Optimization exercise on an open flow, not production practice. RTL: at most simulated, not proved equivalent. Clock network not from TritonCTS: runs 1 and 3 to 7. The clock port is an ideal driver here. Power: default activity.

==> design/flow/design.v <==
module time_regs (
    input  logic clk,
    input  logic rst_n,
    input  logic adv,
    input  logic inc_en,
    input  logic [1:0] st,
    output logic [1:0] h1, output logic [3:0] h0,
    output logic [2:0] m1, output logic [3:0] m0,
    output logic [2:0] s1, output logic [3:0] s0
);
    function automatic [3:0] t10(input [3:0] d, input e);
        t10 = {e & d[0] & (d[3] | (d[1] & d[2])), e & d[0] & d[1], e & d[0] & ~d[3], e};
    endfunction
    function automatic [2:0] t6(input [2:0] d, input e);
        t6 = {e & d[0] & (d[1] | d[2]), e & d[0] & ~d[2], e};
    endfunction
    wire s0_9 = s0[0] & s0[3];
    wire m0_9 = m0[0] & m0[3];
    wire s59 = s0_9 & s1[0] & s1[2];
    wire m59 = m0_9 & m1[0] & m1[2];
    wire h23 = h1[1] & h0[0] & h0[1];
    wire e_s = adv | (inc_en & st == 2'd3);
    wire e_m = (adv & s59) | (inc_en & st == 2'd2);
    wire e_h = (adv & s59 & m59) | (inc_en & st == 2'd1);
    logic [1:0] h1x; logic [3:0] h0x;
    assign h1 = h1x ^ 2'd1;
    assign h0 = h0x ^ 4'd2;
    always_ff @(posedge clk or negedge rst_n) begin
        if (!rst_n) begin
            h1x <= 2'd0; h0x <= 4'd0;
            m1 <= 3'd0; m0 <= 4'd0;
            s1 <= 3'd0; s0 <= 4'd0;
        end else begin
            s0 <= s0 ^ t10(s0, e_s);
            s1 <= s1 ^ t6(s1, e_s & s0_9);
            m0 <= m0 ^ t10(m0, e_m);
            m1 <= m1 ^ t6(m1, e_m & m0_9);
            if (e_h & h23) begin
                h1x <= 2'd1; h0x <= 4'd2;
            end else begin
                h0x <= h0x ^ t10(h0, e_h);
                h1x <= h1x ^ {e_h & h0[0] & h0[3] & h1[0], e_h & h0[0] & h0[3]};
            end
        end
    end
endmodule
module debouncer (
    input  logic clk,
    input  logic rst_n,
    input  logic btn_n,
    output logic pulse
);
    localparam logic [9:0] START = 10'h268;
    logic q1, q2, t1, p;
    logic [9:0] x;
    wire [9:0] c = x ^ START;
    wire diff = q1 ^ q2;
    wire z9   = (c[8:0] == 9'd0);
    wire done = z9 & ~c[9];
    wire fb   = (c[9] ^ c[2]) & ~z9;
    wire [9:0] c_next = {c[8:0], fb};
    always_ff @(posedge clk or negedge rst_n) begin
        if (!rst_n) begin
            q1 <= 1'b0; q2 <= 1'b0; t1 <= 1'b0; p <= 1'b0;
            x <= '0;
        end else begin
            q1 <= btn_n;
            q2 <= q1;
            x  <= diff ? 10'd0 : (c_next ^ START);
            if (done) begin
                t1 <= q2;
                p  <= t1 & ~q2;
            end
        end
    end
    assign pulse = p;
endmodule
module display_mux (
    input  logic [2:0] sel,
    input  logic       blink,
    input  logic [1:0] st,
    input  logic [1:0] h1, input logic [3:0] h0,
    input  logic [2:0] m1, input logic [3:0] m0,
    input  logic [2:0] s1, input logic [3:0] s0,
    output logic [7:0] seg_out,
    output logic [7:0] an_out
);
    logic [5:0] a;
    always_comb for (int i = 0; i < 6; i++) a[i] = (sel == i);
    assign an_out = {2'b00, a};
    wire [3:0] d = ({4{a[0]}} & s0) | ({4{a[1]}} & {1'b0, s1}) |
                   ({4{a[2]}} & m0) | ({4{a[3]}} & {1'b0, m1}) |
                   ({4{a[4]}} & h0) | ({4{a[5]}} & {2'b00, h1});
    wire dp = ~(a[2] | a[4]);
    wire blank = blink & ((st == 2'd1 & (a[4] | a[5])) |
                          (st == 2'd2 & (a[2] | a[3])) |
                          (st == 2'd3 & (a[0] | a[1])));
    wire A = d[3], B = d[2], C = d[1], D = d[0];
    wire [6:0] on;
    assign on[0] = A | C | (B & D) | (~B & ~D);
    assign on[1] = ~B | (~C & ~D) | (C & D);
    assign on[2] = B | ~C | D;
    assign on[3] = A | (~B & ~D) | (~B & C) | (C & ~D) | (B & ~C & D);
    assign on[4] = (~B & ~D) | (C & ~D);
    assign on[5] = A | (~C & ~D) | (B & ~C) | (B & ~D);
    assign on[6] = A | (~B & C) | (B & ~C) | (C & ~D);
    assign seg_out = {dp | blank, ~on | {7{blank}}};
endmodule
module top_digital_clock (
    input  logic clk_50mhz,
    input  logic rst_n,
    input  logic btn_set_n,
    input  logic btn_sel_n,
    input  logic btn_inc_n,
    output logic [7:0] seg_out,
    output logic [7:0] an_out
);
    logic [5:0] lo;
    logic [2:0] mid;
    logic [5:0] hi;
    wire z5 = (lo[4:0] == 5'd0);
    wire c6 = lo[5] & z5;
    wire c9 = c6 & (&mid);
    always_ff @(posedge clk_50mhz or negedge rst_n)
        if (!rst_n) begin
            lo <= '0; mid <= '0; hi <= '0;
        end else begin
            lo <= {lo[4:0], lo[5] ^ lo[4] ^ z5};
            if (c6) mid <= mid + 3'd1;
            if (c9) hi  <= hi + 6'd1;
        end
    wire tick  = c9 & (&hi);
    wire blink = hi[5];
    wire [2:0] sel = mid;
    wire set_p, sel_p, inc_p;
    debouncer u_db_set (.clk(clk_50mhz), .rst_n(rst_n), .btn_n(btn_set_n), .pulse(set_p));
    debouncer u_db_sel (.clk(clk_50mhz), .rst_n(rst_n), .btn_n(btn_sel_n), .pulse(sel_p));
    debouncer u_db_inc (.clk(clk_50mhz), .rst_n(rst_n), .btn_n(btn_inc_n), .pulse(inc_p));
    logic [1:0] st;
    wire run = (st == 2'd0);
    always_ff @(posedge clk_50mhz or negedge rst_n)
        if (!rst_n)       st <= 2'd0;
        else if (set_p)   st <= run ? 2'd1 : 2'd0;
        else if (sel_p && !run) st <= (st == 2'd3) ? 2'd1 : st + 2'd1;
    logic [1:0] h1; logic [3:0] h0;
    logic [2:0] m1; logic [3:0] m0;
    logic [2:0] s1; logic [3:0] s0;
    time_regs u_time (
        .clk(clk_50mhz), .rst_n(rst_n),
        .adv(run & tick & ~set_p),
        .inc_en(~run & inc_p & ~set_p),
        .st(st),
        .h1(h1), .h0(h0), .m1(m1), .m0(m0), .s1(s1), .s0(s0)
    );
    display_mux u_disp (
        .sel(sel), .blink(blink), .st(st),
        .h1(h1), .h0(h0), .m1(m1), .m0(m0), .s1(s1), .s0(s0),
        .seg_out(seg_out), .an_out(an_out)
    );
endmodule
==> design/flow/flow/run.sh <==
#!/bin/bash
# Own layout flow: the standard layout (standard.sh) with three changes.
#  1. After the standard synthesis, the combinational logic is re-mapped by
#     ABC for area (flow/resynth.sh); every flip-flop stays as synthesised.
#  2. Ports are buffered with buf_1 cells.
#  3. The clock tree is a few hand-placed clock buffers (flow/clock_buffers.tcl,
#     run as the CTS step's PRE hook) in place of CTS's H-tree.
# Each tool's output goes to a log file of its own in this folder.
set -euo pipefail
W=$(pwd)
R=$W/orfs/results/sky130hd/top_digital_clock/base
export BUFFER_PORTS_ARGS="-buffer_cell sky130_fd_sc_hd__buf_1"
export PRE_CTS_TCL=$W/flow/clock_buffers.tcl
export CLK_NBUF=${CLK_NBUF:-3}
export CLK_BUF_CELL=${CLK_BUF_CELL:-sky130_fd_sc_hd__clkbuf_16}
bash standard.sh synth > synth.log 2>&1
cp $R/1_2_yosys.v $W/standard_synth.v
bash flow/resynth.sh $W/standard_synth.v $W/resynth.v $W > resynth.log 2>&1
cp $W/resynth.v $R/1_2_yosys.v
touch $R/1_2_yosys.v
bash standard.sh > layout.log 2>&1
==> design/flow/flow/abc/a1.abc <==
strash
dc2
dc2
dch -f
amap
==> design/flow/flow/abc/a2.abc <==
strash
dch -f
amap
==> design/flow/flow/abc/a3.abc <==
strash
&get -n
&deepsyn -T 30
&put
dch -f
amap
==> design/flow/flow/abc/a4.abc <==
strash
ifraig
dc2
dch -f
amap
==> design/flow/flow/clock_buffers.tcl <==
# Replaces CTS's tree: the flip-flops' clock pins are grouped by position
# (k-means, CLK_NBUF groups) and each group is driven by one clock buffer
# placed at its centre. The clock port then drives only those buffers.
set nbuf [expr {[info exists ::env(CLK_NBUF)] ? $::env(CLK_NBUF) : 2}]
set bufcell [expr {[info exists ::env(CLK_BUF_CELL)] ? $::env(CLK_BUF_CELL) : "sky130_fd_sc_hd__clkbuf_8"}]
set block [ord::get_db_block]
set master [[ord::get_db] findMaster $bufcell]
set clknet [$block findNet clk_50mhz]
set items {}
foreach it [$clknet getITerms] {
  set loc [[$it getInst] getLocation]
  lappend items [list [lindex $loc 0] [lindex $loc 1] $it]
}
set n [llength $items]
puts "clock_buffers: $n clock pins, $nbuf x $bufcell"
# k-means, seeded with points spread along the sorted x order
set items [lsort -integer -index 0 $items]
set cent {}
for {set b 0} {$b < $nbuf} {incr b} {
  set e [lindex $items [expr {(2 * $b + 1) * $n / (2 * $nbuf)}]]
  lappend cent [list [lindex $e 0] [lindex $e 1]]
}
for {set iter 0} {$iter < 50} {incr iter} {
  # balanced assignment: nearest centre first, at most cap pins per buffer
  set cap [expr {($n + $nbuf - 1) / $nbuf}]
  set pairs {}
  set i 0
  foreach e $items {
    for {set b 0} {$b < $nbuf} {incr b} {
      set c [lindex $cent $b]
      lappend pairs [list [expr {abs([lindex $e 0] - [lindex $c 0]) + abs([lindex $e 1] - [lindex $c 1])}] $i $b]
    }
    incr i
  }
  for {set b 0} {$b < $nbuf} {incr b} { set grp($b) {}; set cnt($b) 0 }
  array unset done
  foreach pr [lsort -integer -index 0 $pairs] {
    lassign $pr d i b
    if {[info exists done($i)] || $cnt($b) >= $cap} continue
    set done($i) 1
    incr cnt($b)
    lappend grp($b) [lindex $items $i]
  }
  set newc {}
  for {set b 0} {$b < $nbuf} {incr b} {
    set sx 0; set sy 0; set k [llength $grp($b)]
    if {$k == 0} { lappend newc [lindex $cent $b]; continue }
    foreach e $grp($b) { incr sx [lindex $e 0]; incr sy [lindex $e 1] }
    lappend newc [list [expr {$sx / $k}] [expr {$sy / $k}]]
  }
  if {$newc eq $cent} break
  set cent $newc
}
for {set b 0} {$b < $nbuf} {incr b} {
  if {[llength $grp($b)] == 0} continue
  set c [lindex $cent $b]
  set inst [odb::dbInst_create $block $master "clkbuf_hand_$b"]
  set net [odb::dbNet_create $block "clknet_hand_$b"]
  $net setSigType CLOCK
  foreach e $grp($b) {
    set it [lindex $e 2]
    $it disconnect
    $it connect $net
  }
  [$inst findITerm A] connect $clknet
  [$inst findITerm X] connect $net
  $inst setLocation [lindex $c 0] [lindex $c 1]
  $inst setPlacementStatus PLACED
  puts "clock_buffers: clkbuf_hand_$b drives [llength $grp($b)] pins at $c"
}
proc clock_tree_synthesis { args } {
  puts "clock_tree_synthesis skipped: clock buffers placed by clock_buffers.tcl"
}
==> design/flow/flow/gen_map.py <==
#!/usr/bin/env python3
"""Writes a Yosys techmap file that turns each combinational cell of a
Liberty library into plain logic (from its pins' function attributes).
usage: gen_map.py LIB > comb_map.v"""
import re, sys

text = open(sys.argv[1]).read()

def cells(t):
    for m in re.finditer(r'\n\s*cell\s*\(\s*"?([\w]+)"?\s*\)\s*\{', t):
        name, start = m.group(1), m.end()
        depth, i = 1, start
        while depth:
            c = t[i]
            if c == '{': depth += 1
            elif c == '}': depth -= 1
            i += 1
        yield name, t[start:i - 1]

def pins(body):
    for m in re.finditer(r'\n\s*pin\s*\(\s*"?([\w]+)"?\s*\)\s*\{', body):
        name, start = m.group(1), m.end()
        depth, i = 1, start
        while depth:
            c = body[i]
            if c == '{': depth += 1
            elif c == '}': depth -= 1
            i += 1
        yield name, body[start:i - 1]

def expr(f):
    f = f.replace('!', '~').replace('*', '&').replace('+', '|')
    return f

out = []
for name, body in cells(text):
    if re.search(r'\b(ff|latch|statetable)\s*\(', body) or 'lpflow' in name or 'probe' in name:
        continue
    ins, outs = [], []
    for p, pb in pins(body):
        d = re.search(r'direction\s*:\s*"?(\w+)"?', pb)
        if not d:
            continue
        if d.group(1) == 'input':
            ins.append(p)
        elif d.group(1) == 'output':
            f = re.search(r'function\s*:\s*"([^"]*)"', pb)
            if not f:
                outs = None
                break
            outs.append((p, f.group(1)))
    if not outs:
        continue
    if any(re.search(r'VPWR|VGND|KAPWR|SLEEP', f) for _, f in outs):
        continue
    ports = ins + [p for p, _ in outs]
    out.append(f'module {name} ({", ".join(ports)});')
    for p in ins:
        out.append(f'  input {p};')
    for p, f in outs:
        out.append(f'  output {p};')
        out.append(f'  assign {p} = {expr(f)};')
    out.append('endmodule')
print('\n'.join(out))
==> design/flow/flow/resynth.sh <==
#!/bin/bash
# usage: resynth.sh IN.v OUT.v LOGDIR
# Re-maps the combinational logic of the standard synthesis netlist with ABC,
# area-oriented, keeping every flip-flop instance (name, cell type and
# connections) as it is. Tries the ABC scripts in flow/abc/*.abc and keeps
# the smallest result.
set -euo pipefail
IN=$1; OUT=$2; LOGDIR=$3
HERE=$(cd "$(dirname "$0")" && pwd)
YOSYS=$(command -v yosys || echo $FLOW_HOME/../tools/install/yosys/bin/yosys)
LIB=$FLOW_HOME/platforms/sky130hd/lib/sky130_fd_sc_hd__tt_025C_1v80.lib
TMP=$LOGDIR/resynth_tmp
mkdir -p $TMP
python3 $HERE/gen_map.py $LIB > $TMP/comb_map.v
DU=""
for c in $(sed -n '/DONT_USE_CELLS +=/,/^$/p' $FLOW_HOME/platforms/sky130hd/config.mk | tr -d '\\' | grep -o 'sky130_fd_sc_hd__[a-z0-9_]*'); do DU="$DU -dont_use $c"; done
best=""; besta=""
for s in $HERE/abc/*.abc; do
  n=$(basename $s .abc)
  $YOSYS -p "
read_liberty -lib $LIB
read_verilog $IN
hierarchy -top top_digital_clock
techmap -map $TMP/comb_map.v
techmap
opt -purge
abc -liberty $LIB $DU -script $s
opt_clean -purge
hilomap -singleton -hicell sky130_fd_sc_hd__conb_1 HI -locell sky130_fd_sc_hd__conb_1 LO
insbuf -buf sky130_fd_sc_hd__buf_4 A X
splitnets
opt_clean -purge
tee -o $TMP/$n.stat stat -liberty $LIB
write_verilog -noattr -noexpr -nohex -nodec $TMP/$n.v
" > $LOGDIR/resynth_$n.log 2>&1 || { echo "resynth: $n failed"; continue; }
  a=$(grep "Chip area" $TMP/$n.stat | awk '{print $NF}')
  echo "resynth: $n area $a"
  if [[ -z "$besta" ]] || python3 -c "import sys; sys.exit(0 if $a < $besta else 1)"; then best=$n; besta=$a; fi
done
[[ -n "$best" ]] || { echo "resynth: no result"; exit 1; }
echo "resynth: using $best ($besta)"
cp $TMP/$best.v $OUT
==> design/flow/standard.sh <==
#!/bin/bash
# synth_recipe.tcl (not shown) runs the flow's synth.tcl, then flattens the netlist and writes it again
# the make line also repeats each setting of config.mk as NAME=value (left out here)
make -C /OpenROAD-flow-scripts/flow DESIGN_CONFIG=/design/flow/config.mk WORK_HOME=/design/flow/orfs CLKGATE_MAP_FILE= SYNTH_SCRIPT=/design/flow/synth_recipe.tcl "${@:-finish}"
==> design/flow/config.mk <==
export PLATFORM = sky130hd
export DESIGN_NAME = top_digital_clock
export DESIGN_NICKNAME = top_digital_clock
export VERILOG_FILES = /design/flow/design.v
export SDC_FILE = /design/flow/constraint.sdc
export NUM_CORES = 4
export LEC_CHECK = 0
export ABC_AREA = 1
export CAP_MARGIN = 20
export CORE_MARGIN = 2
export CORE_UTILIZATION = 40
export SLEW_MARGIN = 20
==> design/flow/constraint.sdc <==
create_clock -name core_clock -period 10.0 [get_ports {clk_50mhz}]
set_input_delay 2.0000 -clock core_clock [delete_from_list [all_inputs] [get_ports {clk_50mhz}]]
set_output_delay 2.0000 -clock core_clock [all_outputs]
set_load 0.01 [all_outputs]
==> out/results.tsv, run 1 <==
stage	metric	value	unit
status	status	finished clean	
routing	final WL	5430	microns
place	Final Wtd Congestion	0.885	
sta	final-report hold violation count	0	
cells_and_area	Core Util, Final	0.443	
cells_and_area	Diodes inserted	0	
cells_and_area	post-route cell area	3390	sq um
floorplan	IO Count	21	
place	hpwl dp	3870	microns
cells_and_area	Nets	344	
place	post-placement cell count	436	
clock_network	Reg clk slew, reported paths	100	ps
sta	clock skew	8.05	ps
global_routing	total gr overflow	0	
logic_synthesis	Post-Synthesis Cells	317	
sta	Tmin final	4410	ps
cells_and_area	Syn-to-layout area delta	8.41	%
routing	Vias/cell	4.94	
place	Area after DPL	3310	sq um
worst_setup_path	critical path type	reg -> out	
floorplan	full die area	8540	sq um
sta	slew margin rel.	0.351	
cells_and_area	fraction of layout cells with a size suffix above 1	0.0119	
flow_run	maxcap violations	0	
global_routing	number of global-route vias before repair	2042	
floorplan	row count	32	
routing	Avg WL per Cell	12.4	microns
worst_setup_path	CP Data Arrival Time	2410	ps
global_routing	GR Util All Layers	0.131	
global_routing	first-pass GRT wire length	9470	microns
power	P per Cell Area	145	nW/um^2
routing	Routed Antenna Nets	0	
worst_setup_path	Max FO, Critical Path	7	
sta	worst slew pin tran	973	ps
place	Port Buffers	18	
global_routing	largest net degree at the start of global routing	80	
clock_network	Skew-Pair Late Insertion Delay	160	ps
sta	setup TNS	0	ps
floorplan	Core ar.	7650	sq um
cells_and_area	Cell Count, Final, Fillers Out	439	
floorplan	chip height	92.4	microns
routing	drt pass-1 iters	5	
sta	Slew Viols, Final	0	
sta	final worst slack	5590	ps
routing	Vias	2168	
sta	Tcrit/Tclk final	0.441	
clock_network	cts repair resizes	0	
worst_setup_path	crit start category	register	
power	leakage power	1.52	nW
global_routing	initial antenna violation count	0	
sta	Setup violations, final	0	
logic_synthesis	Synth warnings	4	
clock_network	hold_buf cts	0	
power	maximum VDD drop	79.1	uV
routing	Initial DRC Count	160	
clock_network	Post-CTS Setup Bufs	0	
sta	f_max	227	MHz
logic_synthesis	Avg Inst Size Synth	9.86	sq um
floorplan	Starting Density	0.409	
routing	Residual DRC	0	
floorplan	Die X	92.4	microns
sta	unrepaired setup endpoints after global routing	false	
worst_setup_path	Required @ worst endpoint	8000	ps
cells_and_area	# fillers	759	
worst_setup_path	crit end category	output pin	
place	dpl ws	5840	ps
min_path	HP Class	reg -> reg	
logic_synthesis	cell area after synthesis	3130	sq um
-- final timing paths --
kind	start	to	slack [ps]	cells past startpoint
max in group asynchronous	rst_n	hi[3]	7390	1
min in group asynchronous	rst_n	u_db_sel.x[4]	1980	1
min reg2reg	lo[3]	lo[4]	380	0
min	lo[3]	lo[4]	380	0
max reg2reg	lo[4]	u_time.h0x[3]	6660	16
max	mid[2]	seg_out[3]	5590	9
-- layer usage --
layer,GRT usage,vias up,part of all wire
met1,0.194,1005,0.48
met5,0,-,0
li1,-,1113,-
met3,0.00814,7,0.042
met4,0.0199,0,0.016
met2,0.218,43,0.46
-- stage by stage --
stage,total power [mW],hold slack [ps]
floorplan,0.357,354
CTS,0.470,365
global placement,0.367,359
finish,0.492,385
detailed placement,0.368,362
global route,0.517,411
-- cell usage in the layout (no fill, tap or decap), types with 2 or more instances in the layout --
| master | n |
|---|---|
| a2111oi_0 | 3 |
| a211oi_1 | 2 |
| a21oi_1 | 16 |
| a222oi_1 | 6 |
| a22o_1 | 3 |
| and3_1 | 4 |
| buf_1 | 17 |
| clkbuf_16 | 3 |
| clkinv_1 | 36 |
| conb_1 | 2 |
| dfrtp_1 | 79 |
| nand2_1 | 27 |
| nand3_1 | 11 |
| nor2_1 | 75 |
| nor2b_1 | 9 |
| nor3_1 | 8 |
| nor4_1 | 4 |
| o21a_1 | 5 |
| o21ai_0 | 9 |
| o22ai_1 | 6 |
| o32ai_1 | 2 |
| or3_1 | 2 |
-- power by group --
| group | switching (mW) | internal, mW |
|---|---|---|
| clock | 0.0756 | 0.0552 |
| combinational | 0.0150 | 0.00673 |
| sequential | 0.00724 | 0.332 |
| total | 0.0978 | 0.394 |
-- critical path, cell delays in order (launching register included) --
cell and delay (ps):
dfrtp_1 460, clkinv_1 170, nor3_1 510, a22oi_1 140
nand2_1 160, clkinv_1 120, nor2_1 170, nor2_1 80
o41ai_1 250, buf_1 190
-- registers in the layout, indices dropped and copies added (netlist names), 2 cells and up --
register	flops
hi	6
lo	6
mid	3
st	2
u_db_inc.x	10
u_db_sel.x	10
u_db_set.x	10
u_time.h0x	4
u_time.h1x	2
u_time.m0	4
u_time.m1	3
u_time.s0	4
u_time.s1	3
-- final cells by class --
cell class | count | area [sq um] | share of cell area
Multi-Input combinational cell | 201 | 1000 | 0.296
Sequential cell | 79 | 1980 | 0.583
Tap cell | 102 | 128 | 0.0377
Inverter | 36 | 135 | 0.0399
Buffer | 3 | 75.1 | 0.0222
Timing Repair Buffer | 18 | 71.3 | 0.0210
==> inputs of run 2 (changes only) <==
--- a/design/flow/flow/run.sh
+++ b/design/flow/flow/run.sh
@@ -13,4 +13,4 @@
 export PRE_CTS_TCL=$W/flow/clock_buffers.tcl
-export CLK_NBUF=${CLK_NBUF:-3}
-export CLK_BUF_CELL=${CLK_BUF_CELL:-sky130_fd_sc_hd__clkbuf_16}
+export CLK_NBUF=${CLK_NBUF:-4}
+export CLK_BUF_CELL=${CLK_BUF_CELL:-sky130_fd_sc_hd__clkbuf_8}
 bash standard.sh synth > synth.log 2>&1
==> design/flow/flow/abc/a2.abc (replaced) <==
strash
dc2
dc2
dch -f
amap
strash
dc2
dch -f
amap
==> design/flow/flow/abc/d1.abc (new file) <==
strash
&get -n
&deepsyn -T 20 -S 1
&put
dc2
dch -f
amap
==> design/flow/flow/abc/d13.abc (new file) <==
strash
&get -n
&deepsyn -T 20 -S 13
&put
dc2
dch -f
amap
==> design/flow/flow/abc/d29.abc (new file) <==
strash
&get -n
&deepsyn -T 20 -S 29
&put
dc2
dch -f
amap
==> design/flow/flow/abc/d42.abc (new file) <==
strash
&get -n
&deepsyn -T 20 -S 42
&put
dc2
dch -f
amap
==> design/flow/flow/abc/d7.abc (new file) <==
strash
&get -n
&deepsyn -T 20 -S 7
&put
dc2
dch -f
amap
==> design/flow/flow/abc/d77.abc (new file) <==
strash
&get -n
&deepsyn -T 20 -S 77
&put
dc2
dch -f
amap
--- a/design/flow/flow/resynth.sh
+++ b/design/flow/flow/resynth.sh
@@ -16,4 +16,4 @@
 for c in $(sed -n '/DONT_USE_CELLS +=/,/^$/p' $FLOW_HOME/platforms/sky130hd/config.mk | tr -d '\\' | grep -o 'sky130_fd_sc_hd__[a-z0-9_]*'); do DU="$DU -dont_use $c"; done
-best=""; besta=""
-for s in $HERE/abc/*.abc; do
+run_one() {
+  local s=$1 n
   n=$(basename $s .abc)
@@ -34,3 +34,14 @@
 write_verilog -noattr -noexpr -nohex -nodec $TMP/$n.v
-" > $LOGDIR/resynth_$n.log 2>&1 || { echo "resynth: $n failed"; continue; }
+" > $LOGDIR/resynth_$n.log 2>&1 || echo "resynth: $n failed"
+}
+jobs_max=${NUM_CORES:-4}
+for s in $HERE/abc/*.abc; do
+  while (( $(jobs -rp | wc -l) >= jobs_max )); do sleep 1; done
+  run_one $s &
+done
+wait
+best=""; besta=""
+for s in $HERE/abc/*.abc; do
+  n=$(basename $s .abc)
+  [[ -f $TMP/$n.stat && -f $TMP/$n.v ]] || continue
   a=$(grep "Chip area" $TMP/$n.stat | awk '{print $NF}')
--- a/design/flow/config.mk
+++ b/design/flow/config.mk
@@ -10,3 +10,3 @@
 export CORE_MARGIN = 2
-export CORE_UTILIZATION = 40
+export CORE_UTILIZATION = 85
 export SLEW_MARGIN = 20
removed: design/flow/flow/abc/a3.abc
removed: design/flow/flow/abc/a4.abc
==> out/results.tsv, run 2 <==
stage	metric	value	unit	change
floorplan	IO Count	21		unchanged
place	Port Buffers	18		unchanged
status	First Err	[ERROR GPL-0301] Utilization 100.762 % exceeds 100%.		
floorplan	Die X	64.4	microns	-30%
logic_synthesis	Avg Inst Size Synth	10.0	sq um	+1.8%
floorplan	row count	21		-34%
logic_synthesis	cell area after synthesis	3100	sq um	-0.80%
floorplan	Starting Density	0.908		+0.499
floorplan	chip height	64.4	microns	-30%
status	status	stopped before the end		
logic_synthesis	Post-Synthesis Cells	309		-2.5%
logic_synthesis	Synth warnings	4		unchanged
status	Failed at	global placement		
==> inputs of run 3 (changes only) <==
--- a/design/flow/config.mk
+++ b/design/flow/config.mk
@@ -10,3 +10,4 @@
 export CORE_MARGIN = 2
-export CORE_UTILIZATION = 85
+export CORE_UTILIZATION = 70
+export PLACE_DENSITY = 0.9
 export SLEW_MARGIN = 20
==> out/results.tsv, run 3 <==
stage	metric	value	unit	change
cells_and_area	Core Util, Final	0.759		
routing	Vias	2217		
power	Power, Total	475	uW	
floorplan	full die area	4980	sq um	
logic_synthesis	Post-Synthesis Cells	309		unchanged
clock_network	hold_buf cts	0		
sta	unrepaired setup endpoints after global routing	false		
worst_setup_path	worst-path cell chain	clkinv_1, nand2_1, nor2_1, a222oi_1, clkinv_1, a221oi_1, nor2_1, a21oi_1, nand2_1, o21ai_0, buf_1		
global_routing	first-pass GRT wire length	9770	microns	
flow_run	maxcap violations	0		
place	Port Buffers	18		unchanged
place	hpwl dp	4020	microns	
cells_and_area	most frequent cells in the layout	dfrtp_1, nor2_1, clkinv_1, nand2_1, a21oi_1		
worst_setup_path	crit end category	output pin		
sta	setup TNS	0	ps	
worst_setup_path	r2r worst-path depth	18		
global_routing	number of global-route vias before repair	2152		
min_path	origin of the worst min-delay path	lo[2]		
status	status	finished clean		
floorplan	Die X	70.6	microns	+9.6%
floorplan	Starting Density	0.717		-0.191
floorplan	IO Count	21		unchanged
worst_setup_path	crit start category	register		
cells_and_area	Nets	337		
min_path	HP Class	reg -> reg		
clock_network	Skew-Pair Late Insertion Delay	170	ps	
cells_and_area	Syn-to-layout area delta	5.81	%	
floorplan	row count	24		+14%
routing	Residual DRC	0		
power	leakage power	1.48	nW	
cells_and_area	FF/Latch Area	1980	sq um	
routing	Avg WL per Cell	14.4	microns	
worst_setup_path	Critical R2R Launch	lo[4]		
sta	Slew Viols, Final	0		
cells_and_area	Largest regs	u_db_inc.x: 10 flops, u_db_sel.x: 10 flops, u_db_set.x: 10 flops		
global_routing	total gr overflow	0		
worst_setup_path	Top delay family on crit path	compound AO/OA/AOI/OAI gates		
logic_synthesis	Avg Inst Size Synth	10.0	sq um	unchanged
routing	final WL	5500	microns	
clock_network	cts repair resizes	0		
worst_setup_path	Required @ worst endpoint	8000	ps	
routing	Routed Antenna Nets	0		
logic_synthesis	cell area after synthesis	3100	sq um	unchanged
logic_synthesis	Synth warnings	4		unchanged
global_routing	GR Util All Layers	0.240		
sta	Fin Hold WS	385	ps	
sta	f_max	218	MHz	
sta	worst slew pin tran	932	ps	
sta	Setup violations, final	0		
clock_network	Post-CTS Setup Bufs	0		
cells_and_area	Diodes inserted	0		
worst_setup_path	critical path type	reg -> out		
power	P per Cell Area	145	nW/um^2	
power	maximum VDD drop	139	uV	
sta	clock skew	17.2	ps	
sta	slew margin rel.	0.379		
floorplan	Core ar.	4320	sq um	
sta	Tmin final	4590	ps	
sta	Tcrit/Tclk final	0.459		
global_routing	largest net degree at the start of global routing	80		
routing	Initial DRC Count	202		
min_path	Worst Hold Path EP	lo[3]		
worst_setup_path	R2R setup slack	6040	ps	
cells_and_area	# fillers	286		
place	dpl ws	5700	ps	
global_routing	initial antenna violation count	0		
cells_and_area	fraction of layout cells with a size suffix above 1	0.0152		
routing	Vias/cell	5.80		
cells_and_area	Multi-input gate area	977	sq um	
worst_setup_path	CP max stage cell	a221oi_1		
sta	final worst slack	5410	ps	
routing	drt pass-1 iters	5		
worst_setup_path	Worst Path Buf+Inv	3		
min_path	Worst Hold Path Cells	0		
worst_setup_path	Max FO, Critical Path	6		
clock_network	Reg clk slew, reported paths	120	ps	
worst_setup_path	FF-to-FF End	u_time.h0x[3]		
sta	final-report hold violation count	0		
cells_and_area	most common cell after layout, fill and taps aside	dfrtp_1		
floorplan	chip height	70.6	microns	+9.6%
worst_setup_path	Critical Path Max Stage Delay	460	ps	
place	Final Wtd Congestion	0.865		
worst_setup_path	CP Data Arrival Time	2590	ps	
## run 3: how the worst max path moves through the flow
stage | from | end | slack, ps | cells after the start
detailed placement | mid[2] | seg_out[6] | 5700 | 11
finish | mid[2] | seg_out[0] | 5410 | 11
CTS | mid[2] | seg_out[6] | 5680 | 11
global placement | mid[2] | seg_out[6] | 5800 | 11
global route | mid[2] | seg_out[6] | 4940 | 11
floorplan | mid[2] | seg_out[6] | 5920 | 10
## run 3: layer usage
| layer | vias to the layer above | wire length (microns) | part of all wire | global-route usage |
|---|---|---|---|---|
| li1 | 1088 | - | - | - |
| met1 | 1051 | 2360 | 0.43 | 0.351 |
| met2 | 65 | 2780 | 0.51 | 0.404 |
| met3 | 13 | 226 | 0.041 | 0.0171 |
| met4 | 0 | 127 | 0.023 | 0.0650 |
| met5 | - | 0 | 0 | 0 |
## run 3: power by group
part	total [mW]	internal (mW)	switching [mW]
clock	0.113	0.0375	0.0756
sequential	0.340	0.332	0.00788
combinational	0.0216	0.00665	0.0149
## run 3: worst reg2reg max path, stage by stage, from the launching register on
cell      delay [ps]
dfrtp_1          420
nor3_1           230
and3_1           240
nand2_1          110
nor2_1           180
and3_1           220
and3_1           230
and3_1           220
nand2_1           90
nor4_1           300
nand3_1          180
or4_1            500
o21ai_0          130
nand2_1          150
nor2_1           200
clkinv_1         130
nor2_1           150
nand2_1           80
a21oi_1          130
## run 3: final cells by class
class	count	area share
timing repair buffer	18	0.0217
buffer	4	0.0168
sequential	79	0.603
inverter	36	0.0412
multi-input combinational	193	0.298
tap	52	0.0198
## run 3: through the flow
stage                     cell area, sq um  std cells
after floorplan                       3100        310
after global placement                3230        378
after detailed placement              3230        378
after CTS                             3280        382
after global routing                  3280        382
final                                 3280        382
==> inputs of run 4 (changes only) <==
--- a/design/flow/flow/run.sh
+++ b/design/flow/flow/run.sh
@@ -13,4 +13,4 @@
 export PRE_CTS_TCL=$W/flow/clock_buffers.tcl
-export CLK_NBUF=${CLK_NBUF:-4}
-export CLK_BUF_CELL=${CLK_BUF_CELL:-sky130_fd_sc_hd__clkbuf_8}
+export CLK_NBUF=${CLK_NBUF:-3}
+export CLK_BUF_CELL=${CLK_BUF_CELL:-sky130_fd_sc_hd__clkbuf_16}
 bash standard.sh synth > synth.log 2>&1
--- a/design/flow/config.mk
+++ b/design/flow/config.mk
@@ -11,3 +11,2 @@
 export CORE_UTILIZATION = 70
-export PLACE_DENSITY = 0.9
 export SLEW_MARGIN = 20
==> out/results.tsv, run 4 <==
stage	metric	value	unit	change
status	status	finished clean		
cells_and_area	FF/Latch Area	1980	sq um	unchanged
worst_setup_path	Critical Path Max Stage Delay	430	ps	-30 ps
routing	drt pass-1 iters	4		-1
clock_network	Reg clk slew, reported paths	90	ps	-30 ps
sta	final-report hold violation count	0		unchanged
global_routing	initial antenna violation count	0		unchanged
global_routing	total gr overflow	0		unchanged
flow_run	maxcap violations	0		unchanged
worst_setup_path	FF-to-FF End	u_time.h0x[3]		
sta	clock skew	9.41	ps	-7.78 ps
clock_network	hold_buf cts	0		unchanged
cells_and_area	most frequent cells in the layout	dfrtp_1, nor2_1, clkinv_1, nand2_1, a21oi_1		
worst_setup_path	crit path capture	seg_out[6]		
sta	setup TNS	0	ps	unchanged
sta	unrepaired setup endpoints after global routing	false		
worst_setup_path	crit start category	register		
power	Switching Fraction	0.195		-0.0124
sta	slew margin rel.	0.380		+0.00189
worst_setup_path	R2R setup slack	6130	ps	+90 ps
routing	Initial DRC Count	106		-48%
cells_and_area	Core Util, Final	0.763		+0.00463
routing	Routed Antenna Nets	0		unchanged
cells_and_area	Multi-input gate area	977	sq um	unchanged
worst_setup_path	worst-path cell chain	clkinv_1, nand2_1, nor2_1, a222oi_1, clkinv_1, a221oi_1, nor2_1, a21oi_1, nor2_1, o31ai_1, buf_1		
worst_setup_path	Top delay family on crit path	compound AO/OA/AOI/OAI gates		
global_routing	number of global-route vias before repair	2064		-4.1%
worst_setup_path	Required @ worst endpoint	8000	ps	about the same
clock_network	Post-CTS Setup Bufs	0		unchanged
power	maximum VDD drop	189	uV	+35%
worst_setup_path	r2r worst-path depth	18		unchanged
cells_and_area	Diodes inserted	0		unchanged
place	post-placement cell count	378		unchanged
power	P per Cell Area	148	nW/um^2	+2.4%
routing	final WL	5030	microns	-8.6%
sta	Tmin final	4520	ps	-65.8 ps
logic_synthesis	Avg Inst Size Synth	10.0	sq um	unchanged
power	Clock power frac	0.262		+0.024
worst_setup_path	Worst setup startpoint	mid[2]		
clock_network	cts repair resizes	0		unchanged
sta	Slew Viols, Final	0		unchanged
worst_setup_path	crit end category	output pin		
power	combinational share of power	0.044		-0.002
cells_and_area	Syn-to-layout area delta	6.46	%	
sta	final worst slack	5480	ps	+65.8 ps
worst_setup_path	CP max stage cell	a221oi_1		
cells_and_area	most common cell after layout, fill and taps aside	dfrtp_1		
sta	Setup violations, final	0		unchanged
min_path	HP Class	reg -> reg		
power	leakage power	1.48	nW	+0.56%
floorplan	row count	24		unchanged
place	Final Wtd Congestion	0.781		-9.8%
worst_setup_path	cell repeated most along the worst path	nor2_1		
global_routing	largest net degree at the start of global routing	80		unchanged
floorplan	chip height	70.6	microns	unchanged
floorplan	Core ar.	4320	sq um	unchanged
floorplan	Starting Density	0.717		unchanged
cells_and_area	Nets	336		-0.30%
place	dpl ws	5670	ps	-23.3 ps
place	hpwl dp	3700	microns	-7.9%
sta	Fin Hold WS	393	ps	+7.42 ps
clock_network	Skew-Pair Late Insertion Delay	160	ps	about the same
global_routing	GR Util All Layers	0.215		-0.0247
worst_setup_path	CP Data Arrival Time	2520	ps	-70 ps
power	Seq pwr share	0.694		-0.022
sta	f_max	221	MHz	+1.5%
worst_setup_path	Worst Path Buf+Inv	3		unchanged
floorplan	full die area	4980	sq um	unchanged
sta	worst slew pin tran	929	ps	-2.83 ps
logic_synthesis	Post-Synthesis Cells	309		unchanged
floorplan	Die X	70.6	microns	unchanged
floorplan	IO Count	21		unchanged
routing	Residual DRC	0		unchanged
place	Port Buffers	18		unchanged
routing	Vias/cell	5.57		-4.1%
cells_and_area	Cell Count, Final, Fillers Out	381		-0.26%
routing	Vias	2121		-4.3%
sta	Tcrit/Tclk final	0.452		-0.00658
power	P_sw	95.4	uW	-3.1%
cells_and_area	# fillers	302		+5.6%
worst_setup_path	Max FO, Critical Path	6		unchanged
power	internal power	394	uW	+4.7%
routing	Avg WL per Cell	13.2	microns	-8.3%
cells_and_area	Largest regs	u_db_inc.x: 10 flops, u_db_sel.x: 10 flops, u_db_set.x: 10 flops		
worst_setup_path	Critical R2R Launch	lo[4]		
worst_setup_path	Levels on crit path	11		unchanged
cells_and_area	fraction of layout cells with a size suffix above 1	0.0122		-0.00299
global_routing	first-pass GRT wire length	8970	microns	-8.2%
worst_setup_path	critical path type	reg -> out		
logic_synthesis	Synth warnings	4		unchanged
logic_synthesis	cell area after synthesis	3100	sq um	unchanged
==> run 4: through the flow <==
| stage | cell area (sq um) | power [mW] |
|---|---|---|
| 6_report | 3300 | 0.489 |
| 5_1_grt | 3300 | 0.508 |
| 4_1_cts | 3300 | 0.470 |
| 3_5_place_dp | 3230 | 0.368 |
| 3_3_place_gp | 3230 | 0.366 |
| 2_1_floorplan | 3100 | 0.357 |
==> run 4: cell type report <==
class / instances / area share
well taps: 52 / 0.0197
inverters: 36 / 0.0409
multi-input cells: 193 / 0.296
flip-flops and latches: 79 / 0.599
plain buffers: 3 / 0.0227
repair buffers: 18 / 0.0216
==> run 4: worst min-delay path by stage <==
stage          start    end  slack, ps  cells after the start
2_1_floorplan  lo[2]  lo[3]        350                      0
3_3_place_gp   lo[0]  lo[1]        360                      0
3_5_place_dp   lo[0]  lo[1]        370                      0
4_1_cts        lo[3]  lo[4]        370                      0
5_1_grt        lo[0]  lo[1]        410                      0
6_report       lo[3]  lo[4]        390                      0
==> run 4: worst register-to-register path, delay by kind of cell (launching register included) <==
kind                   cells  cell delay [ps]
flip-flops                 1              410
AO/OA/AOI/OAI              2              280
AND/OR/NAND/NOR           15             2980
buffers and inverters      1              130
==> run 4: power by group through the flow <==
stage	Sequential [mW]	Clock (mW)	Combinational [mW]
3_3_place_gp	0.345	0	0.0211
5_1_grt	0.341	0.141	0.0253
6_report	0.340	0.128	0.0213
3_5_place_dp	0.346	0	0.0218
4_1_cts	0.346	0.102	0.0219
2_1_floorplan	0.344	0	0.0130
==> run 4: per-layer routing <==
metal  part of all wire  wire [microns]  track usage
met1               0.46            2310        0.299
met2               0.48            2410        0.379
met3              0.041             206       0.0199
met4              0.020             102       0.0461
met5                  0               0            0
==> inputs of run 5 (changes only) <==
--- a/design/flow/design.v
+++ b/design/flow/design.v
@@ -5,3 +5,3 @@
     input  logic inc_en,
-    input  logic [1:0] st,
+    input  logic mh, input logic mm, input logic ms,
     output logic [1:0] h1, output logic [3:0] h0,
@@ -21,5 +21,5 @@
     wire h23 = h1[1] & h0[0] & h0[1];
-    wire e_s = adv | (inc_en & st == 2'd3);
-    wire e_m = (adv & s59) | (inc_en & st == 2'd2);
-    wire e_h = (adv & s59 & m59) | (inc_en & st == 2'd1);
+    wire e_s = adv | (inc_en & ms);
+    wire e_m = (adv & s59) | (inc_en & mm);
+    wire e_h = (adv & s59 & m59) | (inc_en & mh);
     logic [1:0] h1x; logic [3:0] h0x;
@@ -52,3 +52,3 @@
 );
-    localparam logic [9:0] START = 10'h268;
+    localparam logic [9:0] START = 10'h114;
     logic q1, q2, t1, p;
@@ -57,5 +57,4 @@
     wire diff = q1 ^ q2;
-    wire z9   = (c[8:0] == 9'd0);
-    wire done = z9 & ~c[9];
-    wire fb   = (c[9] ^ c[2]) & ~z9;
+    wire done = (c[6:0] == 7'd0);
+    wire fb   = (c[9] ^ c[0]) & ~done;
     wire [9:0] c_next = {c[8:0], fb};
@@ -80,3 +79,3 @@
     input  logic       blink,
-    input  logic [1:0] st,
+    input  logic mh, input logic mm, input logic ms,
     input  logic [1:0] h1, input logic [3:0] h0,
@@ -94,5 +93,5 @@
     wire dp = ~(a[2] | a[4]);
-    wire blank = blink & ((st == 2'd1 & (a[4] | a[5])) |
-                          (st == 2'd2 & (a[2] | a[3])) |
-                          (st == 2'd3 & (a[0] | a[1])));
+    wire blank = blink & ((mh & (a[4] | a[5])) |
+                          (mm & (a[2] | a[3])) |
+                          (ms & (a[0] | a[1])));
     wire A = d[3], B = d[2], C = d[1], D = d[0];
@@ -138,8 +137,10 @@
     debouncer u_db_inc (.clk(clk_50mhz), .rst_n(rst_n), .btn_n(btn_inc_n), .pulse(inc_p));
+    localparam logic [1:0] SH = 2'd1, SM = 2'd2, SS = 2'd3;
     logic [1:0] st;
     wire run = (st == 2'd0);
+    wire mh = (st == SH), mm = (st == SM), ms = (st == SS);
     always_ff @(posedge clk_50mhz or negedge rst_n)
         if (!rst_n)       st <= 2'd0;
-        else if (set_p)   st <= run ? 2'd1 : 2'd0;
-        else if (sel_p && !run) st <= (st == 2'd3) ? 2'd1 : st + 2'd1;
+        else if (set_p)   st <= run ? SH : 2'd0;
+        else if (sel_p && !run) st <= mh ? SM : mm ? SS : SH;
     logic [1:0] h1; logic [3:0] h0;
@@ -151,3 +152,3 @@
         .inc_en(~run & inc_p & ~set_p),
-        .st(st),
+        .mh(mh), .mm(mm), .ms(ms),
         .h1(h1), .h0(h0), .m1(m1), .m0(m0), .s1(s1), .s0(s0)
@@ -155,3 +156,3 @@
     display_mux u_disp (
-        .sel(sel), .blink(blink), .st(st),
+        .sel(sel), .blink(blink), .mh(mh), .mm(mm), .ms(ms),
         .h1(h1), .h0(h0), .m1(m1), .m0(m0), .s1(s1), .s0(s0),
==> out/results.tsv, run 5 <==
stage	metric	value	unit	change
place	post-placement cell count	365		-3.4%
worst_setup_path	Critical R2R Launch	lo[4]		
min_path	Worst Hold Path EP	lo[3]		
power	Switching Fraction	0.266		+0.0712
cells_and_area	Largest regs	u_db_inc.x: 10 flops, u_db_sel.x: 10 flops, u_db_set.x: 10 flops		
cells_and_area	Nets	323		-3.9%
worst_setup_path	cell repeated most along the worst path	nor2_1		
power	leakage power	1.45	nW	-2.3%
power	combinational share of power	0.154		+0.110
floorplan	Die X	70.1	microns	-0.70%
sta	Tcrit/Tclk final	0.425		-0.0274
global_routing	GRT met2 Usage	0.395		+0.0153
sta	Tmin final	4250	ps	-274 ps
clock_network	Skew-Pair Late Insertion Delay	160	ps	about the same
global_routing	number of global-route vias before repair	1994		-3.4%
global_routing	GR Util All Layers	0.222		+0.00645
sta	clock skew	13.5	ps	+4.06 ps
routing	Initial DRC Count	176		+66%
sta	worst slew pin tran	940	ps	+10.9 ps
global_routing	grt met3 use	0.0101		-0.00984
sta	unrepaired setup endpoints after global routing	false		
global_routing	largest net degree at the start of global routing	80		unchanged
worst_setup_path	critical path type	reg -> out		
floorplan	Core ar.	4260	sq um	-1.4%
power	P_sw	164	uW	+72%
routing	Routed Antenna Nets	0		unchanged
routing	drt pass-1 iters	5		+1
cells_and_area	Cell Count, Final, Fillers Out	368		-3.4%
worst_setup_path	worst-path cell chain	clkinv_1, nand2_1, nor2_1, a222oi_1, a21oi_1, nor2_1, o221ai_1, o21ai_0, buf_1		
place	hpwl dp	3640	microns	-1.4%
routing	Residual DRC	0		unchanged
sta	slew margin rel.	0.373		-0.00723
worst_setup_path	Levels on crit path	9		-2
worst_setup_path	CP max stage cell	a222oi_1		
power	maximum VDD drop	162	uV	-14%
worst_setup_path	Worst Path Buf+Inv	2		-1
power	Clock power frac	0.209		-0.053
routing	Vias/cell	5.67		+1.8%
cells_and_area	most common cell after layout, fill and taps aside	dfrtp_1		
worst_setup_path	FF-to-FF End	u_time.m1[1]		
worst_setup_path	r2r worst-path depth	18		unchanged
min_path	Worst Hold Path Cells	0		unchanged
sta	setup TNS	0	ps	unchanged
global_routing	met1 GRT Util	0.321		+0.0218
power	Seq pwr share	0.637		-0.057
floorplan	IO Count	21		unchanged
cells_and_area	Syn-to-layout area delta	6.55	%	about the same
routing	final WL	5080	microns	+1.2%
place	Port Buffers	18		unchanged
place	Area after DPL	3180	sq um	-1.4%
min_path	origin of the worst min-delay path	lo[2]		
clock_network	hold_buf cts	0		unchanged
routing	Avg WL per Cell	13.8	microns	+4.7%
worst_setup_path	Top delay family on crit path	compound AO/OA/AOI/OAI gates		
sta	f_max	235	MHz	+6.5%
place	Final Wtd Congestion	0.865		+11%
status	status	finished clean		
logic_synthesis	Post-Synthesis Cells	296		-4.2%
power	internal power	451	uW	+15%
cells_and_area	most frequent cells in the layout	dfrtp_1, nor2_1, clkinv_1, nand2_1, buf_1		
cells_and_area	fraction of layout cells with a size suffix above 1	0.0127		+0.000500
min_path	HP Class	reg -> reg		
power	P per Cell Area	189	nW/um^2	+28%
sta	final-report hold violation count	0		unchanged
logic_synthesis	Synth warnings	4		unchanged
clock_network	Post-CTS Setup Bufs	0		unchanged
clock_network	Reg clk slew, reported paths	100	ps	about the same
worst_setup_path	R2R setup slack	6230	ps	+100 ps
global_routing	total gr overflow	0		unchanged
sta	Setup violations, final	0		unchanged
logic_synthesis	cell area after synthesis	3050	sq um	-1.5%
worst_setup_path	Required @ worst endpoint	8000	ps	about the same
global_routing	initial antenna violation count	0		unchanged
worst_setup_path	Critical Path Max Stage Delay	470	ps	+40 ps
floorplan	chip height	70.1	microns	-0.70%
logic_synthesis	Avg Inst Size Synth	10.3	sq um	+2.8%
sta	Slew Viols, Final	0		unchanged
clock_network	cts repair resizes	0		unchanged
worst_setup_path	crit end category	output pin		
cells_and_area	Diodes inserted	0		unchanged
cells_and_area	post-route cell area	3250	sq um	-1.4%
floorplan	row count	24		unchanged
routing	Vias	2086		-1.7%
global_routing	Most Crowded Layer GR	met2		
worst_setup_path	crit start category	register		
floorplan	full die area	4910	sq um	-1.4%
worst_setup_path	Max FO, Critical Path	4		-2
flow_run	maxcap violations	0		unchanged
worst_setup_path	CP Data Arrival Time	2250	ps	-270 ps
global_routing	first-pass GRT wire length	8970	microns	unchanged
floorplan	Starting Density	0.716		-0.000758
## run 5: changes by cell type in the layout (fill, tap and decap cells not counted), sizes merged, moves of 3 or more
cell	delta
o22ai	+3
a21oi	-3
a22o	-3
clkinv	-9
nand2	-4
nor3	+3
## run 5: worst max-delay path by stage
| stage | from | to | slack [ps] |
|---|---|---|---|
| floorplan | mid[2] | seg_out[3] | 6160 |
| finish | mid[1] | seg_out[0] | 5750 |
| global route | mid[2] | seg_out[0] | 5550 |
| global placement | mid[2] | seg_out[3] | 6070 |
| CTS | mid[1] | seg_out[3] | 5960 |
| detailed placement | mid[1] | seg_out[3] | 5960 |
## run 5: power groups by stage
stage          sequential (mW)  clock, mW  combinational, mW
2_1_floorplan            0.388          0             0.0703
3_3_place_gp             0.396          0             0.0909
5_1_grt                  0.398      0.141              0.108
6_report                 0.392      0.128             0.0945
3_5_place_dp             0.398          0             0.0947
4_1_cts                  0.399      0.102             0.0955
## run 5: worst reg2reg max path, stage by stage (launching register included)
cell	delay [ps]
dfrtp_1	420
nor3_1	250
and3_1	240
nand2_1	110
nor2_1	180
and3_1	230
and3_1	210
and3_1	210
nand2_1	80
or4_1	440
nor3_1	260
o21bai_1	200
nand2_1	150
nor2_1	160
clkinv_1	100
nor2_1	160
nand2_1	110
nor2_1	100
a21oi_1	50
## run 5: layer usage
metal	up-vias	wire length (microns)
met5	-	0
met1	983	2350
met4	0	45
met3	4	176
li1	1056	-
met2	43	2510
## run 5: cell type report
type,instances,area (sq um)
flip-flops and latches,79,1980
fillers,293,1010
multi-input cells,189,965
inverters,27,101
plain buffers,3,75.1
repair buffers,18,71.3
well taps,52,65.1
## run 5: stage by stage
step           utilization  worst slack, ps  hold slack (ps)  power, mW
2_1_floorplan            -             6160              354      0.458
3_3_place_gp         0.746             6070              360      0.487
3_5_place_dp         0.746             5960              359      0.493
4_1_cts              0.763             5960              361      0.596
5_1_grt              0.763             5550              381      0.647
6_report             0.763             5750              368      0.615
==> inputs of run 6 (changes only) <==
--- a/design/flow/flow/run.sh
+++ b/design/flow/flow/run.sh
@@ -6,3 +6,4 @@
 #  3. The clock tree is a few hand-placed clock buffers (flow/clock_buffers.tcl,
-#     run as the CTS step's PRE hook) in place of CTS's H-tree.
+#     inserted before global placement; CTS is skipped by flow/cts_skip.tcl)
+#     in place of CTS's H-tree.
 # Each tool's output goes to a log file of its own in this folder.
@@ -12,5 +13,6 @@
 export BUFFER_PORTS_ARGS="-buffer_cell sky130_fd_sc_hd__buf_1"
-export PRE_CTS_TCL=$W/flow/clock_buffers.tcl
-export CLK_NBUF=${CLK_NBUF:-3}
-export CLK_BUF_CELL=${CLK_BUF_CELL:-sky130_fd_sc_hd__clkbuf_16}
+export PRE_GLOBAL_PLACE_TCL=$W/flow/clock_buffers.tcl
+export PRE_CTS_TCL=$W/flow/cts_skip.tcl
+export CLK_NBUF=${CLK_NBUF:-4}
+export CLK_BUF_CELL=${CLK_BUF_CELL:-sky130_fd_sc_hd__clkbuf_8}
 bash standard.sh synth > synth.log 2>&1
--- a/design/flow/flow/clock_buffers.tcl
+++ b/design/flow/flow/clock_buffers.tcl
@@ -1,4 +1,7 @@
 # Replaces CTS's tree: the flip-flops' clock pins are grouped by position
-# (k-means, CLK_NBUF groups) and each group is driven by one clock buffer
-# placed at its centre. The clock port then drives only those buffers.
+# (balanced k-means, CLK_NBUF groups) and each group is driven by one clock
+# buffer placed at its centre. The clock port then drives only those buffers.
+# Run before global placement (PRE_GLOBAL_PLACE_TCL), so that placement pulls
+# each group together around its buffer; flow/cts_skip.tcl then stands in
+# for CTS.
 set nbuf [expr {[info exists ::env(CLK_NBUF)] ? $::env(CLK_NBUF) : 2}]
@@ -68,6 +71,5 @@
   $inst setPlacementStatus PLACED
+  set_dont_touch [get_cells clkbuf_hand_$b]
+  set_dont_touch [get_nets clknet_hand_$b]
   puts "clock_buffers: clkbuf_hand_$b drives [llength $grp($b)] pins at $c"
 }
-proc clock_tree_synthesis { args } {
-  puts "clock_tree_synthesis skipped: clock buffers placed by clock_buffers.tcl"
-}
==> design/flow/flow/cts_skip.tcl (new file) <==
# CTS step hook: the clock buffers were placed before global placement
# (flow/clock_buffers.tcl), so CTS itself does nothing.
proc clock_tree_synthesis { args } {
  puts "clock_tree_synthesis skipped: clock buffers placed by clock_buffers.tcl"
}
==> out/results.tsv, run 6 <==
stage	metric	value	unit	change
sta	Tmin final	4380	ps	+126 ps
floorplan	Starting Density	0.716		unchanged
cells_and_area	Syn-to-layout area delta	5.90	%	
clock_network	Post-CTS Setup Bufs	0		unchanged
cells_and_area	most common cell after layout, fill and taps aside	dfrtp_1		
worst_setup_path	Worst Path Buf+Inv	2		unchanged
cells_and_area	Nets	324		+0.31%
routing	drt pass-1 iters	5		unchanged
min_path	HP Class	reg -> reg		
power	leakage power	1.44	nW	-0.57%
clock_network	hold_buf cts	0		unchanged
logic_synthesis	cell area after synthesis	3050	sq um	unchanged
floorplan	full die area	4910	sq um	unchanged
worst_setup_path	Required @ worst endpoint	8000	ps	about the same
sta	Setup violations, final	0		unchanged
sta	clock skew	18.0	ps	+4.48 ps
sta	worst slew pin tran	934	ps	-5.72 ps
logic_synthesis	Post-Synthesis Cells	296		unchanged
status	status	finished clean		
floorplan	IO Count	21		unchanged
global_routing	largest net degree at the start of global routing	80		unchanged
worst_setup_path	Top delay family on crit path	compound AO/OA/AOI/OAI gates		
routing	Routed Antenna Nets	0		unchanged
worst_setup_path	crit start category	register		
worst_setup_path	CP max stage cell	a222oi_1		
routing	final WL	5030	microns	-1.0%
global_routing	initial antenna violation count	0		unchanged
cells_and_area	most frequent cells in the layout	dfrtp_1, nor2_1, clkinv_1, nand2_1, buf_1		
global_routing	GR Util All Layers	0.216		-0.00594
power	P per Cell Area	186	nW/um^2	-1.3%
sta	final-report hold violation count	0		unchanged
sta	setup TNS	0	ps	unchanged
cells_and_area	fraction of layout cells with a size suffix above 1	0.0158		+0.00311
routing	Residual DRC	0		unchanged
routing	Vias	2076		-0.48%
floorplan	chip height	70.1	microns	unchanged
cells_and_area	Largest regs	u_db_inc.x: 10 flops, u_db_sel.x: 10 flops, u_db_set.x: 10 flops		
place	hpwl dp	3930	microns	+7.9%
floorplan	row count	24		unchanged
routing	Vias/cell	5.63		-0.75%
flow_run	maxcap violations	0		unchanged
place	Port Buffers	18		unchanged
worst_setup_path	Max FO, Critical Path	4		unchanged
sta	Slew Viols, Final	0		unchanged
logic_synthesis	Avg Inst Size Synth	10.3	sq um	unchanged
clock_network	Skew-Pair Late Insertion Delay	180	ps	+20 ps
routing	Avg WL per Cell	13.6	microns	-1.3%
floorplan	Core ar.	4260	sq um	unchanged
routing	Initial DRC Count	193		+9.7%
floorplan	Die X	70.1	microns	unchanged
cells_and_area	Core Util, Final	0.759		-0.00470
global_routing	number of global-route vias before repair	2007		+0.65%
sta	f_max	229	MHz	-2.9%
sta	slew margin rel.	0.377		+0.00382
global_routing	first-pass GRT wire length	8780	microns	-2.1%
worst_setup_path	cell repeated most along the worst path	nor2_1		
worst_setup_path	critical path type	reg -> out		
worst_setup_path	R2R setup slack	6350	ps	+120 ps
clock_network	Reg clk slew, reported paths	120	ps	+20 ps
sta	Tcrit/Tclk final	0.438		+0.0126
worst_setup_path	CP Data Arrival Time	2380	ps	+130 ps
worst_setup_path	Critical Path Max Stage Delay	520	ps	+50 ps
worst_setup_path	worst-path cell chain	clkinv_1, nand2_1, nor2_1, a222oi_1, a21oi_1, nor2_1, o221ai_1, o21ai_0, buf_1		
sta	unrepaired setup endpoints after global routing	false		
global_routing	total gr overflow	0		unchanged
logic_synthesis	Synth warnings	4		unchanged
power	maximum VDD drop	83.4	uV	-49%
clock_network	cts repair resizes	0		unchanged
place	Final Wtd Congestion	0.848		-2.0%
cells_and_area	Diodes inserted	0		unchanged
worst_setup_path	crit end category	output pin		
-- run 6: through the flow --
stage / hold slack, ps / power, mW / area, sq um / instances / setup WS [ps]
floorplan: 354 / 0.458 / 3060 / 297 / 6160
global placement: 359 / 0.571 / 3230 / 369 / 6070
detailed placement: 373 / 0.578 / 3230 / 369 / 5910
CTS: 380 / 0.579 / 3230 / 369 / 5900
global route: 406 / 0.636 / 3230 / 369 / 5520
finish: 395 / 0.603 / 3230 / 369 / 5620
-- run 6: area by class of cell --
class | count | area (sq um)
timing repair buffer | 18 | 71.3
inverter | 27 | 101
fill | 306 | 1030
buffer | 4 | 55.1
multi-input combinational | 189 | 965
tap | 52 | 65.1
sequential | 79 | 1980
-- run 6: worst paths after layout --
path	startpoint	end	depth (start not counted)
setup / recovery	mid[2]	seg_out[3]	9
hold / removal	u_db_sel.x[7]	u_db_sel.x[8]	1
setup reg to reg	lo[4]	u_time.h1x[1]	16
hold reg to reg	u_db_sel.x[7]	u_db_sel.x[8]	1
max in group asynchronous	rst_n	u_db_inc.q1	1
min in group asynchronous	rst_n	hi[2]	1
-- run 6: routing by layer --
| metal | global-route usage | part of all wire | vias up | wire length (microns) |
|---|---|---|---|---|
| li1 | - | - | 1049 | - |
| met1 | 0.325 | 0.48 | 987 | 2420 |
| met2 | 0.379 | 0.49 | 38 | 2440 |
| met3 | 0.00433 | 0.030 | 2 | 149 |
| met4 | 0.0171 | 0.0030 | 0 | 15 |
| met5 | 0 | 0 | - | 0 |
-- run 6: where the power goes --
part / internal (mW) / switching, mW
logic: 0.0381 / 0.0558
clock network: 0.0376 / 0.0788
registers: 0.358 / 0.0349
total: 0.434 / 0.170
==> inputs of run 7 (changes only) <==
--- a/design/flow/flow/run.sh
+++ b/design/flow/flow/run.sh
@@ -6,4 +6,3 @@
 #  3. The clock tree is a few hand-placed clock buffers (flow/clock_buffers.tcl,
-#     inserted before global placement; CTS is skipped by flow/cts_skip.tcl)
-#     in place of CTS's H-tree.
+#     run as the CTS step's PRE hook) in place of CTS's H-tree.
 # Each tool's output goes to a log file of its own in this folder.
@@ -13,6 +12,4 @@
 export BUFFER_PORTS_ARGS="-buffer_cell sky130_fd_sc_hd__buf_1"
-export PRE_GLOBAL_PLACE_TCL=$W/flow/clock_buffers.tcl
-export PRE_CTS_TCL=$W/flow/cts_skip.tcl
-export CLK_NBUF=${CLK_NBUF:-4}
-export CLK_BUF_CELL=${CLK_BUF_CELL:-sky130_fd_sc_hd__clkbuf_8}
+export PRE_CTS_TCL=$W/flow/clock_buffers.tcl
+export CLK_BUF_CELLS=${CLK_BUF_CELLS:-"sky130_fd_sc_hd__clkbuf_16 sky130_fd_sc_hd__clkbuf_16 sky130_fd_sc_hd__clkbuf_16"}
 bash standard.sh synth > synth.log 2>&1
==> design/flow/flow/abc/d11.abc (new file) <==
strash
&get -n
&deepsyn -T 20 -S 11
&put
dc2
dch -f
amap
==> design/flow/flow/abc/d19.abc (new file) <==
strash
&get -n
&deepsyn -T 20 -S 19
&put
dc2
dch -f
amap
==> design/flow/flow/abc/d3.abc (new file) <==
strash
&get -n
&deepsyn -T 20 -S 3
&put
dc2
dch -f
amap
==> design/flow/flow/abc/d31.abc (new file) <==
strash
&get -n
&deepsyn -T 20 -S 31
&put
dc2
dch -f
amap
==> design/flow/flow/abc/d53.abc (new file) <==
strash
&get -n
&deepsyn -T 20 -S 53
&put
dc2
dch -f
amap
==> design/flow/flow/abc/d61.abc (new file) <==
strash
&get -n
&deepsyn -T 20 -S 61
&put
dc2
dch -f
amap
==> design/flow/flow/abc/d89.abc (new file) <==
strash
&get -n
&deepsyn -T 20 -S 89
&put
dc2
dch -f
amap
==> design/flow/flow/abc/d97.abc (new file) <==
strash
&get -n
&deepsyn -T 20 -S 97
&put
dc2
dch -f
amap
--- a/design/flow/flow/clock_buffers.tcl
+++ b/design/flow/flow/clock_buffers.tcl
@@ -1,11 +1,11 @@
 # Replaces CTS's tree: the flip-flops' clock pins are grouped by position
-# (balanced k-means, CLK_NBUF groups) and each group is driven by one clock
-# buffer placed at its centre. The clock port then drives only those buffers.
-# Run before global placement (PRE_GLOBAL_PLACE_TCL), so that placement pulls
-# each group together around its buffer; flow/cts_skip.tcl then stands in
-# for CTS.
-set nbuf [expr {[info exists ::env(CLK_NBUF)] ? $::env(CLK_NBUF) : 2}]
-set bufcell [expr {[info exists ::env(CLK_BUF_CELL)] ? $::env(CLK_BUF_CELL) : "sky130_fd_sc_hd__clkbuf_8"}]
+# (balanced k-means) and each group is driven by one clock buffer
+# placed at its centre. The clock port then drives only those buffers.
+# CLK_BUF_CELLS lists one clock buffer cell per group; each group's share of
+# the pins follows the buffer's drive (the number ending its name).
+set cells $::env(CLK_BUF_CELLS)
+set nbuf [llength $cells]
 set block [ord::get_db_block]
-set master [[ord::get_db] findMaster $bufcell]
+set wsum 0
+foreach c $cells { incr wsum [lindex [split $c _] end] }
 set clknet [$block findNet clk_50mhz]
@@ -17,3 +17,3 @@
 set n [llength $items]
-puts "clock_buffers: $n clock pins, $nbuf x $bufcell"
+puts "clock_buffers: $n clock pins, buffers $cells"
 # k-means, seeded with points spread along the sorted x order
@@ -27,3 +27,6 @@
   # balanced assignment: nearest centre first, at most cap pins per buffer
-  set cap [expr {($n + $nbuf - 1) / $nbuf}]
+  for {set b 0} {$b < $nbuf} {incr b} {
+    set w [lindex [split [lindex $cells $b] _] end]
+    set cap($b) [expr {int(ceil(double($n) * $w / $wsum))}]
+  }
   set pairs {}
@@ -41,3 +44,3 @@
     lassign $pr d i b
-    if {[info exists done($i)] || $cnt($b) >= $cap} continue
+    if {[info exists done($i)] || $cnt($b) >= $cap($b)} continue
     set done($i) 1
@@ -59,2 +62,3 @@
   set c [lindex $cent $b]
+  set master [[ord::get_db] findMaster [lindex $cells $b]]
   set inst [odb::dbInst_create $block $master "clkbuf_hand_$b"]
@@ -71,5 +75,6 @@
   $inst setPlacementStatus PLACED
-  set_dont_touch [get_cells clkbuf_hand_$b]
-  set_dont_touch [get_nets clknet_hand_$b]
   puts "clock_buffers: clkbuf_hand_$b drives [llength $grp($b)] pins at $c"
 }
+proc clock_tree_synthesis { args } {
+  puts "clock_tree_synthesis skipped: clock buffers placed by clock_buffers.tcl"
+}
removed: design/flow/flow/cts_skip.tcl
==> out/results.tsv, run 7 <==
stage	metric	value	unit	change
power	Power, Total	615	uW	+2.0%
place	hpwl dp	3640	microns	-7.4%
sta	clock skew	13.5	ps	-4.48 ps
sta	Slew Viols, Final	0		unchanged
sta	setup TNS	0	ps	unchanged
floorplan	Core ar.	4260	sq um	unchanged
routing	Initial DRC Count	176		-8.8%
worst_setup_path	CP max stage cell	a222oi_1		
sta	slew margin rel.	0.373		-0.00382
worst_setup_path	r2r worst-path depth	18		+2
worst_setup_path	worst-path cell chain	clkinv_1, nand2_1, nor2_1, a222oi_1, a21oi_1, nor2_1, o221ai_1, o21ai_0, buf_1		
worst_setup_path	crit path capture	seg_out[0]		
clock_network	Reg clk slew, reported paths	100	ps	-20 ps
cells_and_area	post-route cell area	3250	sq um	+0.62%
power	internal power	451	uW	+4.1%
logic_synthesis	cell area after synthesis	3050	sq um	unchanged
min_path	HP Class	reg -> reg		
sta	f_max	235	MHz	+3.0%
clock_network	Skew-Pair Late Insertion Delay	160	ps	-20 ps
worst_setup_path	crit end category	output pin		
routing	Avg WL per Cell	13.8	microns	+1.3%
logic_synthesis	Avg Inst Size Synth	10.3	sq um	unchanged
cells_and_area	fraction of layout cells with a size suffix above 1	0.0127		-0.00311
power	P per Cell Area	189	nW/um^2	+1.3%
global_routing	GR Util All Layers	0.222		+0.00594
sta	unrepaired setup endpoints after global routing	false		
sta	Tmin final	4250	ps	-126 ps
global_routing	number of global-route vias before repair	1994		-0.65%
global_routing	largest net degree at the start of global routing	80		unchanged
routing	drt pass-1 iters	5		unchanged
floorplan	row count	24		unchanged
place	dpl ws	5960	ps	+56.3 ps
cells_and_area	most common cell after layout, fill and taps aside	dfrtp_1		
cells_and_area	Cell Count, Final, Fillers Out	368		-0.27%
place	Area after DPL	3180	sq um	-1.7%
sta	Setup violations, final	0		unchanged
worst_setup_path	FF-to-FF End	u_time.m1[1]		
place	Final Wtd Congestion	0.865		+2.0%
power	combinational share of power	0.154		-0.002
cells_and_area	most frequent cells in the layout	dfrtp_1, nor2_1, clkinv_1, nand2_1, buf_1		
logic_synthesis	Synth warnings	4		unchanged
routing	Routed Antenna Nets	0		unchanged
worst_setup_path	Critical R2R Launch	lo[4]		
floorplan	chip height	70.1	microns	unchanged
global_routing	total gr overflow	0		unchanged
sta	final-report hold violation count	0		unchanged
cells_and_area	Largest regs	u_db_inc.x: 10 flops, u_db_sel.x: 10 flops, u_db_set.x: 10 flops		
sta	Tcrit/Tclk final	0.425		-0.0126
worst_setup_path	Critical Path Max Stage Delay	470	ps	-50 ps
worst_setup_path	crit start category	register		
logic_synthesis	Post-Synthesis Cells	296		unchanged
cells_and_area	Syn-to-layout area delta	6.55	%	
flow_run	maxcap violations	0		unchanged
power	P_sw	164	uW	-3.5%
worst_setup_path	R2R setup slack	6230	ps	-120 ps
routing	Vias	2086		+0.48%
cells_and_area	Diodes inserted	0		unchanged
worst_setup_path	Worst setup startpoint	mid[1]		
power	Switching Fraction	0.266		-0.0150
worst_setup_path	cell repeated most along the worst path	nor2_1		
sta	final worst slack	5750	ps	+126 ps
clock_network	cts repair resizes	0		unchanged
floorplan	Starting Density	0.716		unchanged
clock_network	hold_buf cts	0		unchanged
routing	Vias/cell	5.67		+0.75%
global_routing	first-pass GRT wire length	8970	microns	+2.1%
cells_and_area	Core Util, Final	0.763		+0.00470
floorplan	Die X	70.1	microns	unchanged
worst_setup_path	CP Data Arrival Time	2250	ps	-130 ps
status	status	finished clean		
worst_setup_path	critical path type	reg -> out		
global_routing	initial antenna violation count	0		unchanged
power	leakage power	1.45	nW	+0.57%
floorplan	IO Count	21		unchanged
power	Clock power frac	0.209		+0.016
place	Port Buffers	18		unchanged
power	maximum VDD drop	162	uV	+94%
place	post-placement cell count	365		-1.1%
power	Seq pwr share	0.637		-0.014
floorplan	full die area	4910	sq um	unchanged
cells_and_area	Nets	323		-0.31%
clock_network	Post-CTS Setup Bufs	0		unchanged
routing	Residual DRC	0		unchanged
sta	Fin Hold WS	368	ps	-26.8 ps
routing	final WL	5080	microns	+1.1%
worst_setup_path	Max FO, Critical Path	4		unchanged
sta	worst slew pin tran	940	ps	+5.72 ps
worst_setup_path	Required @ worst endpoint	8000	ps	about the same
## run 7: cell types whose count changed in the layout (fill, tap and decap cells not counted), sizes merged
cell / previous run / this run
clkbuf: 4 / 3
## run 7: worst min-delay path by stage
stage | start | endpoint | slack, ps | cells after the start
after floorplan | lo[2] | lo[3] | 350 | 0
after global placement | lo[2] | lo[3] | 360 | 0
after detailed placement | lo[2] | lo[3] | 360 | 0
after CTS | lo[2] | lo[3] | 360 | 0
after global routing | lo[2] | lo[3] | 380 | 0
final | lo[2] | lo[3] | 370 | 0
## run 7: power by group through the flow
stage,Clock (mW),Sequential [mW],Combinational (mW)
2_1_floorplan,0,0.388,0.0703
3_3_place_gp,0,0.396,0.0909
3_5_place_dp,0,0.398,0.0947
4_1_cts,0.102,0.399,0.0955
5_1_grt,0.141,0.398,0.108
6_report,0.128,0.392,0.0945
## run 7: layout make-up
cell class	count	area, sq um
multi-input cells	189	965
well taps	52	65.1
fillers	293	1010
repair buffers	18	71.3
inverters	27	101
flip-flops and latches	79	1980
plain buffers	3	75.1
## run 7: critical path, delay by kind of cell, from the launching register on
family,cells,cell delay [ps]
simple gates,3,440
compound gates,4,990
flops,1,380
buf+inv,2,280
## run 7: metal layers
layer / vias to the layer above / share of wire / global-route usage
met5: - / 0 / 0
met4: 0 / 0.0089 / 0.0235
met3: 4 / 0.035 / 0.0101
met2: 43 / 0.49 / 0.395
met1: 983 / 0.46 / 0.321
li1: 1056 / - / -
